What follows belongs to an exercise in optimizing a design on an open flow for small area; a production flow would make more cautious choices.
The RTL was checked by simulation tests, not by an equivalence proof against the original design.

==> 05-27: inputs <==
Design Simple_Fixed_1, start of the top module:
module Simple_Fixed_1 (
    clock,
    reset,
    op_code,
    instr_format,
    dest_reg_addr,
    src_reg_a,
    src_reg_b,
    store_reg,
    imm_value,
    enable_reg_write,
    wb_data,
    wb_reg_addr,
    wb_enable_reg_write,
    branch_is_taken,
    delayed_rt_addr,
    delayed_enable_reg_write
);
==> module fx_word, before the edit <==
module fx_word #(
    parameter bit W0 = 0
) (
    input [31:0] a, b, c, r,
    input inv_a, inv_b, ub,
    input [31:0] yi,
    input cin, seg8, seg16,
    input nc_b, c_he, c_hu, c_hs, c_we, c_wu, c_ws,
    input s_hsat, fq0, l_g, l_t, l_n,
    input [31:0] nkimm, kc, kp,
    output [3:0] co,
    output [31:0] d,
    output [31:0] p
);
  genvar i, q;
  wire [31:0] x, y, bb;
  for (i = 0; i < 32; i++) begin : g_xy
    c_xor2 u_x (.a(a[i]), .b(inv_a), .y(x[i]));
    if (W0) begin : w0
      c_xor2 u_b (.a(b[i]), .b(inv_b), .y(bb[i]));
    end else begin : wn
      assign bb[i] = b[i];
    end
    c_a21o u_y (.a1(bb[i]), .a2(ub), .b1(yi[i]), .x(y[i]));
  end
  wire [31:0] s, g;
  wire [8:0] cb;       
  wire [7:0] bp;       
  assign cb[0] = cin;
  wire nseg8 = ~seg8, nseg16 = ~seg16;
  wire cs8 = seg8 & cin, cs16 = seg16 & cin;
  for (q = 0; q < 8; q++) begin : g_blk
    wire ci;
    if (q == 2 || q == 6) begin : s8
      c_a21o u_ci (.a1(cb[q]), .a2(nseg8), .b1(cs8), .x(ci));
    end else if (q == 4) begin : s16
      c_a21o u_ci (.a1(cb[q]), .a2(nseg16), .b1(cs16), .x(ci));
    end else begin : ns
      assign ci = cb[q];
    end
    fx_blk4 u_b (.x(x[4*q +: 4]), .y(y[4*q +: 4]), .ci(ci), .s(s[4*q +: 4]), .p(p[4*q +: 4]),
                 .g(g[4*q +: 4]), .bp(bp[q]), .co(cb[q+1]));
  end
  assign co = {cb[8], cb[6], cb[4], cb[2]};
  wire [1:0] eqh, sgt, nsat, t, ns;
  wire eqw;
  wire [3:0] nco;
  wire [1:0] nh;
  wire nw;
  for (q = 0; q < 4; q++) begin : g_nco
    c_inv u_n (.a(co[q]), .y(nco[q]));
  end
  for (q = 0; q < 2; q++) begin : g_h
    c_and4 u_eq (.a(bp[4*q]), .b(bp[4*q+1]), .c(bp[4*q+2]), .d(bp[4*q+3]), .x(eqh[q]));
    c_xor2 u_sg (.a(co[2*q+1]), .b(p[16*q+15]), .y(sgt[q]));
    c_a222oi u_h (.a1(c_he), .a2(eqh[q]), .b1(c_hs), .b2(sgt[q]), .c1(c_hu), .c2(nco[2*q+1]),
                  .y(nh[q]));
    c_xor2 u_t (.a(s[16*q+15]), .b(x[16*q+15]), .y(t[q]));
    c_nand3b u_sat (.a_n(p[16*q+15]), .b(t[q]), .c(s_hsat), .y(nsat[q]));
    c_and2 u_fq (.a(nsat[q]), .b(fq0), .x(fq[2*q]));
    assign fq[2*q+1] = fq[2*q];
    c_inv u_ns (.a(s[16*q+15]), .y(ns[q]));
  end
  c_and2 u_eqw (.a(eqh[0]), .b(eqh[1]), .x(eqw));
  c_a222oi u_w (.a1(c_we), .a2(eqw), .b1(c_ws), .b2(sgt[1]), .c1(c_wu), .c2(nco[3]), .y(nw));
  wire [3:0] fq, nfp, nfpm;
  for (q = 0; q < 4; q++) begin : g_f
    wire u, um;
    c_o22a u_u (.a1(nc_b), .a2(co[q]), .b1(nsat[q/2]), .b2(ns[q/2]), .x(u));
    c_and3 u_f (.a(u), .b(nh[q/2]), .c(nw), .x(nfp[q]));
    if (q % 2 == 1) begin : m
      c_o22a u_um (.a1(nc_b), .a2(co[q]), .b1(nsat[q/2]), .b2(s[16*(q/2)+15]), .x(um));
      c_and3 u_fm (.a(um), .b(nh[q/2]), .c(nw), .x(nfpm[q]));
    end else begin : nm
      assign nfpm[q] = nfp[q];
    end
  end
  for (i = 0; i < 32; i++) begin : g_o
    fx_out u_o (.s(s[i]), .p(p[i]), .g(g[i]), .c(c[i]), .r(r[i]), .fq(fq[i/8]),
                .nfp((i % 16 == 15) ? nfpm[i/8] : nfp[i/8]), .l_g(l_g), .l_t(l_t), .l_n(l_n),
                .nkimm(nkimm[i]), .kc(kc[i]), .kp(kp[i]), .d(d[i]));
  end
endmodule
==> module fx_blk4, before the edit <==
module fx_blk4 (input [3:0] x, y, input ci, output [3:0] s, p, g, output bp, co);
  wire c1, c2, c3, g1, g2, g3;
  genvar j;
  for (j = 0; j < 4; j++) begin : g_h
    c_ha u_h (.a(x[j]), .b(y[j]), .s(p[j]), .co(g[j]));
  end
  c_a21o u_c1 (.a1(p[0]), .a2(ci), .b1(g[0]), .x(c1));
  c_a21o u_c2 (.a1(p[1]), .a2(c1), .b1(g[1]), .x(c2));
  c_a21o u_c3 (.a1(p[2]), .a2(c2), .b1(g[2]), .x(c3));
  c_a21o u_g1 (.a1(p[1]), .a2(g[0]), .b1(g[1]), .x(g1));
  c_a21o u_g2 (.a1(p[2]), .a2(g1), .b1(g[2]), .x(g2));
  c_a21o u_g3 (.a1(p[3]), .a2(g2), .b1(g[3]), .x(g3));
  c_and4 u_p (.a(p[0]), .b(p[1]), .c(p[2]), .d(p[3]), .x(bp));
  c_a21o u_co (.a1(bp), .a2(ci), .b1(g3), .x(co));
  c_xor2 u_s0 (.a(p[0]), .b(ci), .y(s[0]));
  c_xor2 u_s1 (.a(p[1]), .b(c1), .y(s[1]));
  c_xor2 u_s2 (.a(p[2]), .b(c2), .y(s[2]));
  c_xor2 u_s3 (.a(p[3]), .b(c3), .y(s[3]));
endmodule
export LEC_CHECK = 0
export CAP_MARGIN = 20
export CORE_MARGIN = 2
export CORE_UTILIZATION = 55
export SLEW_MARGIN = 20
export SYNTH_HIERARCHICAL = 1
create_clock -name core_clock -period 8.0 [get_ports {clock}]
standard.sh (not shown) runs the stock make flow with config.mk's settings and CLKGATE_MAP_FILE= SYNTH_SCRIPT=/design/flow/synth_recipe.tcl, a recipe that flattens the netlist after the stock synthesis.
==> flow/flow/run.sh <==
#!/bin/bash
# Standard layout with two changes to how it is made:
#  - the port buffers are the smallest buffer cell (sky130_fd_sc_hd__buf_1) instead of the
#    cell buffer_ports picks by default;
#  - clock tree synthesis uses clkbuf_8 buffers and inserts no dummy loads.
# make's output goes to standard.log; each tool's full log is under orfs/logs/.
set -euo pipefail
export BUFFER_PORTS_ARGS="-buffer_cell sky130_fd_sc_hd__buf_1"
export CTS_ARGS="-sink_clustering_enable -repair_clock_nets -buf_list sky130_fd_sc_hd__clkbuf_8 -dont_use_dummy_load"
bash standard.sh > standard.log 2>&1
==> 04-23: changes against 05-27 <==
--- a/flow/design.v
+++ b/flow/design.v
@@ -111,66 +111,43 @@
   wire fq0 = s_en & ~s_cmp;
   wire fq00 = s_en0 & ~s_cmp;
   wire [9:0] i10 = imm_value[8:17];
   wire [10:0] u11 = {imm_value[8], i10};
   wire [15:0] i16 = imm_value[2:17];
   wire [7:0] i8 = imm_value[10:17];
   wire f4cmp = op[4];
-  wire sg = i10[9];
-  wire im_a  = imm_form & ~f4cmp;                     
-  wire im_ah = im_a & seg16, im_aw = im_a & ~seg16;
-  wire im_cb = imm_form & f4cmp & seg8;                
-  wire im_ch = imm_form & f4cmp & seg16 & ~seg8;       
-  wire im_co = imm_form & f4cmp & ~seg16 & ~k_ugt;     
-  wire im_nb = imm_form & ~im_cb;
-  wire as_ = im_a & sg;                                
-  wire aws = im_aw & sg;
-  wire s10 = im_a | im_ch | im_co;                     
-  wire s26 = im_a | im_ch;
-  wire hb = im_ah | im_cb | im_ch;
-  wire ahc = im_ah | im_ch;
-  wire [31:0] yi;
-  genvar n;
-  for (n = 0; n < 8; n++) begin : g_y0
-    c_and2 u (.a(imm_form), .b(i10[n]), .x(yi[n]));
-  end
-  for (n = 8; n < 10; n++) begin : g_y8
-    c_a22o u (.a1(im_cb), .a2(i10[n-8]), .b1(im_nb), .b2(i10[n]), .x(yi[n]));
-  end
-  c_a22o u_y10 (.a1(im_cb), .a2(i10[2]), .b1(s10), .b2(sg), .x(yi[10]));
-  for (n = 11; n < 16; n++) begin : g_y11
-    c_a21o u (.a1(im_cb), .a2(i10[n-8]), .b1(as_), .x(yi[n]));
-  end
-  for (n = 16; n < 24; n++) begin : g_y16
-    c_a21o u (.a1(hb), .a2(i10[n-16]), .b1(aws), .x(yi[n]));
-  end
-  for (n = 24; n < 26; n++) begin : g_y24
-    c_a221o u (.a1(im_cb), .a2(i10[n-24]), .b1(ahc), .b2(i10[n-16]), .c1(aws), .x(yi[n]));
-  end
-  c_a22o u_y26 (.a1(im_cb), .a2(i10[2]), .b1(s26), .b2(sg), .x(yi[26]));
-  for (n = 27; n < 32; n++) begin : g_y27
-    c_a21o u (.a1(im_cb), .a2(i10[n-24]), .b1(as_), .x(yi[n]));
-  end
-  wire k_lo = go & (d_ilh | d_il);
-  wire k_hi = go & (d_ilh | d_ilhu | d_iohl);
-  wire k_la = go & d_ila;
-  wire k_x  = go & d_x;
-  wire [31:0] nkimm;
-  for (n = 0; n < 16; n++) begin : g_k0
-    c_nand2 u (.a(k_lo), .b(i16[n]), .y(nkimm[n]));
-  end
-  wire k_il = go & d_il;
-  for (n = 16; n < 31; n++) begin : g_k16
-    c_a222oi u (.a1(k_hi), .a2(i16[n-16]), .b1(k_la), .b2(imm_value[31-n]), .c1(k_il),
-                .c2(i16[15]), .y(nkimm[n]));
-  end
-  wire k_hs = k_hi | k_il;
-  c_a222oi u_k31 (.a1(k_hs), .a2(i16[15]), .b1(k_la), .b2(imm_value[0]), .c1(d_x), .c2(go),
-                  .y(nkimm[31]));
-  wire [31:0] kc = {{16{go & d_iohl}}, {14{go & (d_iohl | d_ila)}}, {2{go & d_iohl}}};
+  logic [31:0] yimm;
+  always_comb begin
+    if (!f4cmp) yimm = seg16 ? {2{{6{i10[9]}}, i10}} : {{22{i10[9]}}, i10};
+    else if (seg8) yimm = {4{i8}};
+    else if (seg16) yimm = {2{5'b0, u11}};
+    else if (k_ugt) yimm = {22'b0, i10};
+    else yimm = {21'b0, u11};
+  end
+  logic [31:0] kimm, kc;
+  always_comb begin
+    kimm = 32'h0;
+    kc = 32'h0;
+    if (d_ilh) kimm = {2{i16}};
+    if (d_ilhu) kimm = {i16, 16'h0};
+    if (d_il) kimm = {{16{i16[15]}}, i16};
+    if (d_iohl) begin
+      kimm = {i16, 16'h0};
+      kc = 32'hFFFFFFFF;
+    end
+    if (d_ila) begin
+      kimm = {imm_value[0:15], 16'h0};
+      kc = 32'h0000FFFC;
+    end
+    if (d_x) kimm = 32'h80000000;
+    if (!go) begin
+      kimm = 32'h0;
+      kc = 32'h0;
+    end
+  end
   wire kw = keep_all | s_cg | s_bg;            
   wire [31:0] kp0 = {{30{keep_all}}, {2{keep_all | s_ila}}};
   wire [31:0] kpn = {{30{kw}}, {2{kw | s_ila}}};
   wire [31:0] kp1 = {keep_all, {29{kw}}, {2{kw | s_ila}}};
   logic [0:127] rnext;
   wire cg_ge, bg_gt, r32;
   wire [31:0] p0;
@@ -179,18 +156,18 @@
   generate
     for (k = 0; k < 4; k++) begin : g_word
       wire [3:0] co;
       wire [31:0] d, pw;
       fx_word #(.W0(k == 0)) u_w (
           .a(src_reg_a[32*k +: 32]), .b(src_reg_b[32*k +: 32]), .c(store_reg[32*k +: 32]),
           .r(wb_data[32*k +: 32]), .inv_a(inv_a), .inv_b(inv_b0), .ub(~imm_form),
-          .yi(yi), .cin(cin), .seg8(seg8), .seg16(seg16), .nc_b(~c_b),
+          .yi(imm_form ? yimm : 32'h0), .cin(cin), .seg8(seg8), .seg16(seg16), .nc_b(~c_b),
           .c_he(c_he), .c_hu(c_hu), .c_hs(c_hs), .c_we(c_we), .c_wu(c_wu), .c_ws(c_ws),
           .s_hsat(s_hsat), .fq0((k == 0) ? fq00 : fq0), .l_g(l_g),
-          .l_t(l_t), .l_n(l_n), .nkimm(nkimm), .kc(kc),
+          .l_t(l_t), .l_n(l_n), .nkimm(~kimm), .kc(kc),
           .kp((k == 0) ? kp0 : (k == 1) ? kp1 : kpn), .co(co), .d(d), .p(pw));
       if (k == 1) begin : g_r32
         assign rnext[32] = d[31] | (s_cg & cg_ge) | (s_bg & bg_gt);
         assign rnext[33:63] = d[30:0];
       end else begin : g_rn
         assign rnext[32*k +: 32] = d;
       end
@@ -412,16 +389,7 @@
 endmodule
 module c_o22a (input a1, a2, b1, b2, output x);
   assign x = (a1 | a2) & (b1 | b2);
 endmodule
 module c_or4 (input a, b, c, d, output x);
   assign x = a | b | c | d;
 endmodule
-module c_a22o (input a1, a2, b1, b2, output x);
-  assign x = (a1 & a2) | (b1 & b2);
-endmodule
-module c_a221o (input a1, a2, b1, b2, c1, output x);
-  assign x = (a1 & a2) | (b1 & b2) | c1;
-endmodule
-module c_a221oi (input a1, a2, b1, b2, c1, output y);
-  assign y = ~((a1 & a2) | (b1 & b2) | c1);
-endmodule
==> flow/flow/run.sh (replaced) <==
#!/bin/bash
# Standard layout, except that the port buffers are the smallest buffer cell
# (sky130_fd_sc_hd__buf_1) instead of the cell buffer_ports picks by default.
set -euo pipefail
export BUFFER_PORTS_ARGS="-buffer_cell sky130_fd_sc_hd__buf_1"
bash standard.sh > standard.log 2>&1
==> 05-14: changes against 05-27 <==
--- a/flow/design.v
+++ b/flow/design.v
@@ -239,28 +239,30 @@
       assign bb[i] = b[i];
     end
     c_a21o u_y (.a1(bb[i]), .a2(ub), .b1(yi[i]), .x(y[i]));
   end
   wire [31:0] s, g;
   wire [8:0] cb;       
   wire [7:0] bp;       
+  wire [7:0] c3b;      
   assign cb[0] = cin;
   wire nseg8 = ~seg8, nseg16 = ~seg16;
   wire cs8 = seg8 & cin, cs16 = seg16 & cin;
   for (q = 0; q < 8; q++) begin : g_blk
     wire ci;
     if (q == 2 || q == 6) begin : s8
       c_a21o u_ci (.a1(cb[q]), .a2(nseg8), .b1(cs8), .x(ci));
     end else if (q == 4) begin : s16
       c_a21o u_ci (.a1(cb[q]), .a2(nseg16), .b1(cs16), .x(ci));
     end else begin : ns
       assign ci = cb[q];
     end
-    fx_blk4 u_b (.x(x[4*q +: 4]), .y(y[4*q +: 4]), .ci(ci), .s(s[4*q +: 4]), .p(p[4*q +: 4]),
-                 .g(g[4*q +: 4]), .bp(bp[q]), .co(cb[q+1]));
+    fx_blk4 #(.RIP(q == 0 || q == 7)) u_b (.x(x[4*q +: 4]), .y(y[4*q +: 4]), .ci(ci), .s(s[4*q +: 4]),
+                                 .p(p[4*q +: 4]), .g(g[4*q +: 4]), .bp(bp[q]), .co(cb[q+1]),
+                                 .c3(c3b[q]));
   end
   assign co = {cb[8], cb[6], cb[4], cb[2]};
   wire [1:0] eqh, sgt, nsat, t, ns;
   wire eqw;
   wire [3:0] nco;
   wire [1:0] nh;
   wire nw;
@@ -268,54 +270,60 @@
     c_inv u_n (.a(co[q]), .y(nco[q]));
   end
   for (q = 0; q < 2; q++) begin : g_h
     c_and4 u_eq (.a(bp[4*q]), .b(bp[4*q+1]), .c(bp[4*q+2]), .d(bp[4*q+3]), .x(eqh[q]));
     c_xor2 u_sg (.a(co[2*q+1]), .b(p[16*q+15]), .y(sgt[q]));
     c_a222oi u_h (.a1(c_he), .a2(eqh[q]), .b1(c_hs), .b2(sgt[q]), .c1(c_hu), .c2(nco[2*q+1]),
                   .y(nh[q]));
-    c_xor2 u_t (.a(s[16*q+15]), .b(x[16*q+15]), .y(t[q]));
+    c_xor2 u_t (.a(c3b[4*q+3]), .b(x[16*q+15]), .y(t[q]));
     c_nand3b u_sat (.a_n(p[16*q+15]), .b(t[q]), .c(s_hsat), .y(nsat[q]));
     c_and2 u_fq (.a(nsat[q]), .b(fq0), .x(fq[2*q]));
     assign fq[2*q+1] = fq[2*q];
-    c_inv u_ns (.a(s[16*q+15]), .y(ns[q]));
+    c_inv u_ns (.a(c3b[4*q+3]), .y(ns[q]));
   end
   c_and2 u_eqw (.a(eqh[0]), .b(eqh[1]), .x(eqw));
   c_a222oi u_w (.a1(c_we), .a2(eqw), .b1(c_ws), .b2(sgt[1]), .c1(c_wu), .c2(nco[3]), .y(nw));
   wire [3:0] fq, nfp, nfpm;
   for (q = 0; q < 4; q++) begin : g_f
     wire u, um;
     c_o22a u_u (.a1(nc_b), .a2(co[q]), .b1(nsat[q/2]), .b2(ns[q/2]), .x(u));
     c_and3 u_f (.a(u), .b(nh[q/2]), .c(nw), .x(nfp[q]));
     if (q % 2 == 1) begin : m
-      c_o22a u_um (.a1(nc_b), .a2(co[q]), .b1(nsat[q/2]), .b2(s[16*(q/2)+15]), .x(um));
+      c_o22a u_um (.a1(nc_b), .a2(co[q]), .b1(nsat[q/2]), .b2(c3b[4*(q/2)+3]), .x(um));
       c_and3 u_fm (.a(um), .b(nh[q/2]), .c(nw), .x(nfpm[q]));
     end else begin : nm
       assign nfpm[q] = nfp[q];
     end
   end
   for (i = 0; i < 32; i++) begin : g_o
     fx_out u_o (.s(s[i]), .p(p[i]), .g(g[i]), .c(c[i]), .r(r[i]), .fq(fq[i/8]),
                 .nfp((i % 16 == 15) ? nfpm[i/8] : nfp[i/8]), .l_g(l_g), .l_t(l_t), .l_n(l_n),
                 .nkimm(nkimm[i]), .kc(kc[i]), .kp(kp[i]), .d(d[i]));
   end
 endmodule
-module fx_blk4 (input [3:0] x, y, input ci, output [3:0] s, p, g, output bp, co);
-  wire c1, c2, c3, g1, g2, g3;
+module fx_blk4 #(
+    parameter bit RIP = 0
+) (input [3:0] x, y, input ci, output [3:0] s, p, g, output bp, co, c3);
+  wire c1, c2, g1, g2, g3;
   genvar j;
   for (j = 0; j < 4; j++) begin : g_h
     c_ha u_h (.a(x[j]), .b(y[j]), .s(p[j]), .co(g[j]));
   end
   c_a21o u_c1 (.a1(p[0]), .a2(ci), .b1(g[0]), .x(c1));
   c_a21o u_c2 (.a1(p[1]), .a2(c1), .b1(g[1]), .x(c2));
   c_a21o u_c3 (.a1(p[2]), .a2(c2), .b1(g[2]), .x(c3));
-  c_a21o u_g1 (.a1(p[1]), .a2(g[0]), .b1(g[1]), .x(g1));
-  c_a21o u_g2 (.a1(p[2]), .a2(g1), .b1(g[2]), .x(g2));
-  c_a21o u_g3 (.a1(p[3]), .a2(g2), .b1(g[3]), .x(g3));
   c_and4 u_p (.a(p[0]), .b(p[1]), .c(p[2]), .d(p[3]), .x(bp));
-  c_a21o u_co (.a1(bp), .a2(ci), .b1(g3), .x(co));
+  if (RIP) begin : rip
+    c_a21o u_co (.a1(p[3]), .a2(c3), .b1(g[3]), .x(co));
+  end else begin : la
+    c_a21o u_g1 (.a1(p[1]), .a2(g[0]), .b1(g[1]), .x(g1));
+    c_a21o u_g2 (.a1(p[2]), .a2(g1), .b1(g[2]), .x(g2));
+    c_a21o u_g3 (.a1(p[3]), .a2(g2), .b1(g[3]), .x(g3));
+    c_a21o u_co (.a1(bp), .a2(ci), .b1(g3), .x(co));
+  end
   c_xor2 u_s0 (.a(p[0]), .b(ci), .y(s[0]));
   c_xor2 u_s1 (.a(p[1]), .b(c1), .y(s[1]));
   c_xor2 u_s2 (.a(p[2]), .b(c2), .y(s[2]));
   c_xor2 u_s3 (.a(p[3]), .b(c3), .y(s[3]));
 endmodule
 module fx_out (input s, p, g, c, r, fq, nfp, l_g, l_t, l_n, nkimm, kc, kp, output d);
   wire n1, n2, z;
==> run notes <==
Critical path depth, highest first: 05-27, 04-23, 05-14.
The lowest maximum frequency belongs to 05-27, the highest to 04-23.
Non-clock buffer count: 04-23 < 05-27 < 05-14.
Synthesized cell count: 04-23 > 05-27 > 05-14.

[what the ideal ports hide]
No port has a modelled driver above. Below, the same layouts with a new extraction and two added sets of constraints. Step 1, drivers: a clkbuf_16 drives clock and a buf_2 each remaining input, both assumed. Step 2 adds t to the input delays and takes it off the output delays; t is the mean of the earliest and latest rising clock arrival at the registers after step 1. Input paths then give back, and output paths get back, about the clock's delay inside the block. Slacks: no drivers / after step 1 / after step 2; pairs: no drivers / after step 1.
| run | shift t [ns] | setup WS [ns] | latest minus earliest clock arrival (ns) | pins driven straight from the clock port |
|---|---|---|---|---|
| 05-27 | 0.524 | 0.278 / 0.307 / -0.216 | 0.037 / 0.037 | 1 |
| 04-23 | 0.499 | 0.397 / 0.361 / -0.138 | 0.015 / 0.016 | 1 |
| 05-14 | 0.546 | 0.333 / 0.361 / -0.185 | 0.023 / 0.024 | 1 |
Met with ideal ports but missed after step 2: setup timing in every run listed. The setup slack of 04-23, which loses most, moves by -0.036 ns with the drivers and by -0.535 ns with both steps.
